This is an optimization exercise on Yosys and OpenROAD, whose aim is small area, a short achievable clock period and few clock cycles per item, not a production implementation. At most, simulation tests tie the RTL to the original design; equivalence was not proved.

==> trial 18 <==
// filter
module filter
 #(parameter DWIDTH = 16,
   parameter DDWIDTH = 2*DWIDTH,
	parameter L = 160,
	parameter L_LOG = 8,
	parameter M = 147,
	parameter M_LOG = 8,
	parameter CWIDTH = 4*L,
	parameter J = 4,
	parameter J_LOG = 2)
  (input clk,
   input rst,
	output req_in,
	input ack_in,
	input signed [0:DWIDTH-1] data_in,
	output req_out,
	input ack_out,
	output signed [0:DWIDTH-1] data_out);
export LEC_CHECK = 0
export CAP_MARGIN = 20
export CORE_MARGIN = 2
export CORE_UTILIZATION = 40
export CTS_CLUSTER_DIAMETER = 80
export CTS_CLUSTER_SIZE = 20
export SLEW_MARGIN = 20
export SYNTH_MEMORY_MAX_BITS = 16384
create_clock -name core_clock -period 10.0 [get_ports {clk}]
standard.sh (not shown) runs the stock make flow with config.mk's settings and CLKGATE_MAP_FILE= SYNTH_SCRIPT=/design/flow/synth_recipe.tcl, a recipe that flattens the netlist after the stock synthesis.
==> flow/flow/run.sh <==
#!/bin/bash
# The standard layout (standard.sh), with these changes:
#  - synthesis skips the quick ABC pass inside Yosys's synth, so the adder
#    trees reach the full-adder extraction as written (same registers);
#  - timing repair aims below the clock period (larger setup margin).
set -euo pipefail
bash standard.sh SYNTH_ARGS=-noabc SETUP_SLACK_MARGIN=6.95 finish > standard_make.log 2>&1
==> build 36: changes against trial 18 <==
==> flow/flow/run.sh (replaced) <==
#!/bin/bash
# The standard layout (standard.sh), with these changes:
#  - synthesis skips the quick ABC pass inside Yosys's synth, so the adder
#    trees reach the full-adder extraction as written (same registers);
#  - timing repair aims below the clock period (larger setup margin).
set -euo pipefail
bash standard.sh SYNTH_ARGS=-noabc SETUP_SLACK_MARGIN=6.9 finish > standard_make.log 2>&1
CTS_CLUSTER_DIAMETER = 100   (was 80)
CTS_CLUSTER_SIZE = 25   (was 20)
==> build 12: changes against trial 18 <==
CTS_CLUSTER_DIAMETER = 100   (was 80)
CTS_CLUSTER_SIZE = 25   (was 20)
PLACE_DENSITY = 0.7   (was default)
==> build 91: changes against trial 18 <==
==> flow/flow/run.sh (replaced) <==
#!/bin/bash
# The standard layout (standard.sh), with these changes:
#  - synthesis skips the quick ABC pass inside Yosys's synth, so the adder
#    trees reach the full-adder extraction as written (same registers);
#  - timing repair aims below the clock period (larger setup margin).
set -euo pipefail
bash standard.sh SYNTH_ARGS=-noabc SETUP_SLACK_MARGIN=7.0 finish > standard_make.log 2>&1
CTS_CLUSTER_DIAMETER = 100   (was 80)
CTS_CLUSTER_SIZE = 25   (was 20)
==> metrics.md <==
| Metric | Value |
|---|---|
| Fillcell total | `6,016` |
| Clock latency on the worst-skew pair | `0.57 ns` |
| Status | `no timing/DRC/antenna violations` |
| Placed inst area | `0.0261 mm²` |
(the above is from build 91)
==> metrics.md <==
| Metric | Value |
|---|---|
| Placed inst area | `0.0261 mm²` |
| Clock latency on the worst-skew pair | `0.58 ns` |
| Fillcell total | `5,993` |
| Status | `no timing/DRC/antenna violations` |
(the above is from trial 18)
==> metrics.md <==
| Metric | Value |
|---|---|
| Status | `no timing/DRC/antenna violations` |
| Placed inst area | `0.0260 mm²` |
| Slew HR | `25.4%` |
| Sequential cells | `370` |
| Clock latency on the worst-skew pair | `0.55 ns` |
| Gr busiest metal | `met2` |
| Fillcell total | `5,905` |
(the above is from build 12)
==> metrics.md <==
| Metric | Value |
|---|---|
| Layout clock buffer count | `25` |
| Clock root cell | `clkbuf_16` |
| Placed inst area | `0.0261 mm²` |
| Via Count | `19,700` |
| Fillcell total | `6,103` |
| Clock latency on the worst-skew pair | `0.55 ns` |
| Pre-CTS setup slack | `6.32 ns` |
| Status | `no timing/DRC/antenna violations` |
| Worst EP required | `10.41 ns` |
(the above is from build 36)
Testbench counts of trial 18, summed over its fixed seeds: cycles 10,280, items 5,120.
Testbench counts of build 36, summed over its fixed seeds: cycles 10,280, items 5,120.
Testbench counts of build 12, summed over its fixed seeds: cycles 10,280, items 5,120.
Testbench counts of build 91, summed over its fixed seeds: cycles 10,280, items 5,120.


==> onyx: inputs <==
filter, a different RTL version from the one above (not shown whole).
export LEC_CHECK = 0
export CAP_MARGIN = 20
export CORE_MARGIN = 2
export CORE_UTILIZATION = 40
export CTS_CLUSTER_DIAMETER = 100
export CTS_CLUSTER_SIZE = 25
export SLEW_MARGIN = 20
export SYNTH_MEMORY_MAX_BITS = 16384
create_clock -name core_clock -period 10.0 [get_ports {clk}]
==> flow/flow/run.sh <==
#!/bin/bash
# The standard layout (standard.sh), with these changes:
#  - synthesis skips the quick ABC pass inside Yosys's synth, so the adder
#    trees reach the full-adder extraction as written (same registers);
#  - timing repair aims below the clock period (larger setup margin).
set -euo pipefail
bash standard.sh SYNTH_ARGS=-noabc SETUP_SLACK_MARGIN=6.9 finish > standard_make.log 2>&1
==> yarrow: changes against onyx <==
--- a/flow/config.mk
+++ b/flow/config.mk
@@ -5,6 +5,7 @@
 export SDC_FILE = /design/flow/constraint.sdc
 export NUM_CORES = 4
 export LEC_CHECK = 0
+export ABC_AREA = 1
 export CAP_MARGIN = 20
 export CORE_MARGIN = 2
 export CORE_UTILIZATION = 40
==> comparison table <==
metric                                                                             onyx                    yarrow
Count of mapped cells out of synthesis                                             2629                      2915
Fraction of synthesized cell area in xor and xnor cells                          9.788%                    9.366%
Post-layout util                                                                 42.89%                    44.63%
Worst setup slack after layout                                                 6.925 ns                  6.826 ns
Worst Reg-to-Reg Cells                                                                8                         9
Standard cell core area                                                      64460 um^2                63200 um^2
Outcome                                                no timing/DRC/antenna violations  no timing/DRC/antenna violations
Layout multi-input combinational cell count                                        1945                      2050
Setup Fix Bufs, Post-CTS                                                              9                        32
Fill cells                                                                         6245                      6214
Met2 GRT Util                                                                    36.83%                    40.61%
Detailed-route wire length per cell                                            24.26 um                  24.72 um
Worst reg2reg path endpoint                                                      cr[10]                    cr[17]
Part of the Yosys area used for sequential elements                              31.60%                    32.11%
Non-clock buffer count in the final layout                                           86                       164
Total placed instance area                                                   26730 um^2                26640 um^2
Fraction of final layout cells sized beyond drive strength 1                     9.711%                    10.20%
Avg Cell Area, Syn                                                           9.905 um^2                8.790 um^2
Post-Synthesis Net Count                                                           2973                      3259
Number of well-tap cells placed                                                     855                       846
M1 WL                                                                          34710 um                  42340 um
Hold EP                                                                           x2[5]                     x2[3]
Cell with the largest stage delay on the worst path           sky130_fd_sc_hd__edfxtp_1  sky130_fd_sc_hd__dfxtp_2
Maximum single-stage delay on the critical path                                 0.37 ns                   0.36 ns
Cell with the most instances after synthesis                   sky130_fd_sc_hd__dfxtp_1  sky130_fd_sc_hd__nand2_1
Testbench counts of onyx, summed over its fixed seeds: cycles 10,280, items 5,120.
Testbench counts of yarrow, summed over its fixed seeds: cycles 10,280, items 5,120.


==> build 68 <==
filter, a different RTL version from the one above (not shown whole).
Settings: LEC_CHECK=0, CAP_MARGIN=20, CORE_MARGIN=2, CORE_UTILIZATION=40, CTS_BUF_LIST=sky130_fd_sc_hd__clkbuf_8, SLEW_MARGIN=20, SYNTH_MEMORY_MAX_BITS=16384; clock period 10.0 ns.
==> flow/flow/run.sh <==
#!/bin/bash
# The standard layout (standard.sh), with these changes:
#  - synthesis skips the quick ABC pass inside Yosys's synth, so the adder
#    trees reach the full-adder extraction as written (same registers);
#  - timing repair aims below the clock period (larger setup margin).
set -euo pipefail
bash standard.sh SYNTH_ARGS=-noabc SETUP_SLACK_MARGIN=7.0 finish > standard_make.log 2>&1
==> build 16: changes against build 68 <==
--- a/flow/config.mk
+++ b/flow/config.mk
@@ -8,6 +8,5 @@
 export CAP_MARGIN = 20
 export CORE_MARGIN = 2
 export CORE_UTILIZATION = 40
-export CTS_BUF_LIST = sky130_fd_sc_hd__clkbuf_8
 export SLEW_MARGIN = 20
 export SYNTH_MEMORY_MAX_BITS = 16384
==> comparison table <==
                                                                                      build 68                    build 16
Uppermost routed layer                                                                    met5                        met4
Share of final-layout standard cells stronger than drive strength 1                      16.0%                       14.7%
Total routed wirelength                                                              91,100 um                   90,600 um
Outcome                                                       no timing/DRC/antenna violations  no timing/DRC/antenna violations
Share of the clock period used by the worst path after layout                            32.9%                       32.8%
Wire length the detailed router placed on met1                                       37,800 um                   38,400 um
Worst-case headroom to the max-slew limit                                                28.3%                       29.1%
Layout-stage area growth over the synthesis result                                       12.2%                       12.2%
Number of non-clock buffers                                                                122                         120
Clock root buffer master                                             sky130_fd_sc_hd__clkbuf_8  sky130_fd_sc_hd__clkbuf_16
Time the final worst path needs with I/O delays and setup                              3290 ps                     3280 ps
Initial DRC count                                                                        2,199                       2,320
Met2 wire length                                                                     40,500 um                   40,200 um
Via Count                                                                               21,000                      20,900
Function was not checked in any run of this note: the RTL went through the layout flow alone.


==> inputs of juniper <==
filter, a different RTL version from the one above (not shown whole).
==> flow/design.v (excerpt) <==
module filter
 #(parameter DWIDTH = 16,
   parameter DDWIDTH = 2*DWIDTH,
	parameter L = 160,
	parameter L_LOG = 8,
	parameter M = 147,
	parameter M_LOG = 8,
	parameter CWIDTH = 4*L,
	parameter J = 4,
	parameter J_LOG = 2)
  (input clk,
   input rst,
	output req_in,
	input ack_in,
	input signed [0:DWIDTH-1] data_in,
	output req_out,
	input ack_out,
	output signed [0:DWIDTH-1] data_out);
clock: 10.0 ns
lec_check: 0
cap_margin: 20
core_margin: 2
core_utilization: 40
setup_slack_margin: 5
slew_margin: 20
synth_memory_max_bits: 16384
run.sh (not shown) runs the stock make flow with config.mk's settings and CLKGATE_MAP_FILE= SYNTH_SCRIPT=/design/flow/synth_recipe.tcl, a recipe that flattens the netlist after the stock synthesis.
Stock flow here: none of the scripts above is used.
==> inputs of indigo, as changes to juniper <==
==> flow/flow/run.sh (new file) <==
#!/bin/bash
# Standard layout, with timing repair aiming below the clock period.
set -euo pipefail
bash standard.sh SETUP_SLACK_MARGIN=6.5 finish > standard_make.log 2>&1
==> flow/standard.sh (new file) <==
#!/bin/bash
# synth_recipe.tcl (not shown) runs the flow's synth.tcl, then flattens the netlist and writes it again
# the make line also repeats each setting of config.mk as NAME=value (left out here)
make -C /OpenROAD-flow-scripts/flow DESIGN_CONFIG=/design/flow/config.mk WORK_HOME=/design/flow/orfs CLKGATE_MAP_FILE= SYNTH_SCRIPT=/design/flow/synth_recipe.tcl "${@:-finish}"
SETUP_SLACK_MARGIN = default   (was 5)
removed: flow/run.sh
==> inputs of maple, as changes to juniper <==
==> flow/flow/run.sh (new file) <==
#!/bin/bash
# Standard layout, with timing repair aiming below the clock period.
set -euo pipefail
bash standard.sh SETUP_SLACK_MARGIN=6.0 finish > standard_make.log 2>&1
==> flow/standard.sh (new file) <==
#!/bin/bash
# synth_recipe.tcl (not shown) runs the flow's synth.tcl, then flattens the netlist and writes it again
# the make line also repeats each setting of config.mk as NAME=value (left out here)
make -C /OpenROAD-flow-scripts/flow DESIGN_CONFIG=/design/flow/config.mk WORK_HOME=/design/flow/orfs CLKGATE_MAP_FILE= SYNTH_SCRIPT=/design/flow/synth_recipe.tcl "${@:-finish}"
SETUP_SLACK_MARGIN = default   (was 5)
removed: flow/run.sh
==> inputs of violet, as changes to juniper <==
ABC_CLOCK_PERIOD_IN_PS = 3000   (was default)
==> qor summary <==
Fraction of standard cell area in multi-input logic: maple 62.9%; indigo 62.7%; juniper 63.7%; violet 63.7%
Antenna violations before repair: maple 1; indigo 0; juniper 0; violet 0
Via count: maple 21,300; indigo 21,100; juniper 21,000; violet 21,000
Clock network contribution to total cell area: maple 3.45%; indigo 3.43%; juniper 3.58%; violet 3.58%
Peak per-stage delay on the critical path: maple 0.57 ns; indigo 0.86 ns; juniper 0.70 ns; violet 0.70 ns
Multi-input gate count: maple 1,955; indigo 1,956; juniper 1,955; violet 1,955
Area Growth Syn to Fin: maple 8.47%; indigo 12.8%; juniper 6.20%; violet 6.20%
Outcome: maple finished clean; indigo finished clean; juniper finished clean; violet finished clean
Placed cell area: maple 26,300 um^2; indigo 26,400 um^2; juniper 26,200 um^2; violet 26,200 um^2
Number of global-route vias before repair: maple 21,400; indigo 21,200; juniper 21,100; violet 21,100
Total Routing Usage GR: maple 25.3%; indigo 25.7%; juniper 25.5%; violet 25.5%
Max FO, Critical Path: maple 8; indigo 17; juniper 13; violet 13
Worst setup path end: maple pc[21]; indigo pc[19]; juniper pc[18]; violet pc[18]
No run of this note included a check of the RTL's function; only the layout flow was run.


==> job 6615: inputs <==
filter with an RTL version that a note above also has.
export LEC_CHECK = 0
export CAP_MARGIN = 20
export CORE_MARGIN = 2
export CORE_UTILIZATION = 40
export CTS_CLUSTER_DIAMETER = 100
export CTS_CLUSTER_SIZE = 25
export SLEW_MARGIN = 20
export SYNTH_MEMORY_MAX_BITS = 16384
create_clock -name core_clock -period 10.0 [get_ports {clk}]
standard.sh (not shown) runs the stock make flow with config.mk's settings and CLKGATE_MAP_FILE= SYNTH_SCRIPT=/design/flow/synth_recipe.tcl, a recipe that flattens the netlist after the stock synthesis.
==> flow/flow/run.sh <==
#!/bin/bash
# The standard layout (standard.sh), with these changes:
#  - synthesis skips the quick ABC pass inside Yosys's synth, so the adder
#    trees reach the full-adder extraction as written (same registers);
#  - timing repair aims below the clock period (larger setup margin).
set -euo pipefail
bash standard.sh SYNTH_ARGS=-noabc SETUP_SLACK_MARGIN=6.8 finish > standard_make.log 2>&1
==> job 2676: changes against job 6615 <==
--- a/flow/flow/run.sh
+++ b/flow/flow/run.sh
@@ -5,3 +5,3 @@
 #  - timing repair aims below the clock period (larger setup margin).
 set -euo pipefail
-bash standard.sh SYNTH_ARGS=-noabc SETUP_SLACK_MARGIN=6.8 finish > standard_make.log 2>&1
+bash standard.sh SYNTH_ARGS=-noabc SETUP_SLACK_MARGIN=7.0 finish > standard_make.log 2>&1
==> summary.txt <==
Final WL -> 82300 um
Area growth syn-to-layout -> 8.62%
Most common cell after layout, fill and taps aside -> fa_1
Final setup margin -> 6.89 ns
Final Cycle Share -> 31.1%
Most frequent cells in the layout -> 231 x fa_1, 229 x dfxtp_1, 225 x nand2_1, 217 x xnor2_1, 211 x a22oi_1
Data buffer area share -> 3.70%
Layout cells sized above 1 -> 12.6%
Outcome -> complete, no violations
[end of results for job 2676]
==> summary.txt <==
Final Cycle Share -> 32.1%
Outcome -> complete, no violations
Most common cell after layout, fill and taps aside -> dfxtp_1
Final WL -> 80700 um
Most frequent cells in the layout -> 247 x dfxtp_1, 246 x fa_1, 227 x nand2_1, 219 x xnor2_1, 215 x a22oi_1
Data buffer area share -> 2.47%
[end of results for job 6615]
Testbench counts of job 6615, summed over its fixed seeds: cycles 10,280, items 5,120.
Testbench counts of job 2676, summed over its fixed seeds: cycles 10,280, items 5,120.


==> 07-16: inputs <==
filter again, from the RTL that the note above started with.
Settings: LEC_CHECK=0, CAP_MARGIN=20, CORE_MARGIN=2, CORE_UTILIZATION=40, CTS_CLUSTER_DIAMETER=100, CTS_CLUSTER_SIZE=25, SLEW_MARGIN=20, SYNTH_MEMORY_MAX_BITS=16384; clock period 10.0 ns.
==> flow/flow/run.sh <==
#!/bin/bash
# The standard layout (standard.sh), with these changes:
#  - synthesis skips the quick ABC pass inside Yosys's synth, so the adder
#    trees reach the full-adder extraction as written (same registers);
#  - timing repair aims below the clock period (larger setup margin).
set -euo pipefail
bash standard.sh SYNTH_ARGS=-noabc SETUP_SLACK_MARGIN=6.95 finish > standard_make.log 2>&1
==> inputs of 04-23, as changes to 07-16 <==
--- a/flow/flow/run.sh
+++ b/flow/flow/run.sh
@@ -6,2 +6,2 @@
 set -euo pipefail
-bash standard.sh SYNTH_ARGS=-noabc SETUP_SLACK_MARGIN=6.95 finish > standard_make.log 2>&1
+bash standard.sh SYNTH_ARGS=-noabc SETUP_SLACK_MARGIN=6.9 MATCH_CELL_FOOTPRINT=0 finish > standard_make.log 2>&1
==> comparison table <==
Multi-input gate area: 04-23 16600 um^2; 07-16 16610 um^2
Largest stage delay on the critical path: 04-23 610 ps; 07-16 380 ps
Slew Limit Headroom: 04-23 0.3002; 07-16 0.2851
Wire length per cell after detailed routing: 04-23 24.05 um; 07-16 24.57 um
Share of the clock period used by the worst path: 04-23 0.3119; 07-16 0.3090
Overall track demand over capacity in global routing: 04-23 0.2380; 07-16 0.2411
Final antenna diode count: 04-23 1; 07-16 0
Fraction of standard cell area in multi-input logic: 04-23 0.5996; 07-16 0.5996
Capturing instance or port of the critical path: 04-23 cr[10]$_DFF_P_; 07-16 data_out[4]
Final worst slack: 04-23 6881 ps; 07-16 6910 ps
Global Route met2 Usage: 04-23 0.3643; 07-16 0.3720
Final setup skew: 04-23 23.41 ps; 07-16 27.84 ps
Violation count after the first detailed-routing iteration: 04-23 2342; 07-16 2476
Critical path buffer and inverter count: 04-23 2; 07-16 1
Wire length of the first global-routing pass: 04-23 124900 um; 07-16 126400 um
Outcome: 04-23 finished clean; 07-16 finished clean
Met2 Wirelength: 04-23 35670 um; 07-16 36260 um
Setup slack, reg-to-reg: 04-23 6880 ps; 07-16 6920 ps
Testbench counts of 07-16, summed over its fixed seeds: cycles 10,280, items 5,120.
Testbench counts of 04-23, summed over its fixed seeds: cycles 10,280, items 5,120.

separate check: timing with driven ports:
In the flow no input, the clock included, has a driving cell. The finished layouts below were timed again as built, in two steps. Step 1 (the two cells are an assumption about what drives the block):
set clk [get_ports {clk}]
set_driving_cell -lib_cell sky130_fd_sc_hd__clkbuf_16 $clk
set_driving_cell -lib_cell sky130_fd_sc_hd__buf_2 [delete_from_list [all_inputs] $clk]
Step 2, shift: input delay + t, output delay - t, t = (earliest + latest rising clock arrival at the registers) / 2. This alone moves slack from input paths to output paths. Three values: ideal ports, drivers, drivers and shift; two values: the first two.
| run | t (ns) | setup WS [ns] | worst slew at a driven data input, ns |
|---|---|---|---|
| trial 18 | 0.617 | 6.913 / 6.913 / 6.439 | 0.05 |
| build 36 | 0.599 | 6.908 / 6.899 / 6.444 | 0.04 |
| build 12 | 0.600 | 6.914 / 6.882 / 6.450 | 0.05 |
| build 91 | 0.605 | 6.962 / 6.903 / 6.478 | 0.04 |
| onyx | 0.615 | 6.925 / 6.863 / 6.421 | 0.05 |
| yarrow | 0.610 | 6.826 / 6.768 / 6.397 | 0.04 |
| build 68 | 0.685 | 6.712 / 6.712 / 6.458 | 0.15 |
| build 16 | 0.619 | 6.720 / 6.720 / 6.495 | 0.14 |
| juniper | 0.641 | 5.210 / 5.210 / 5.210 | 0.05 |
| indigo | 0.643 | 5.894 / 5.894 / 5.894 | 0.05 |
| maple | 0.638 | 5.986 / 5.986 / 5.680 | 0.05 |
| violet | 0.641 | 5.210 / 5.210 / 5.210 | 0.05 |
| job 6615 | 0.639 | 6.789 / 6.789 / 6.401 | 0.05 |
| job 2676 | 0.641 | 6.889 / 6.824 / 6.480 | 0.05 |
| 07-16 | 0.619 | 6.910 / 6.848 / 6.440 | 0.04 |
| 04-23 | 0.621 | 6.881 / 6.836 / 6.407 | 0.05 |
After both steps every run listed still meets setup and hold. The setup slack of onyx, which loses most, moves by -0.062 ns with the drivers and by -0.504 ns with both steps.
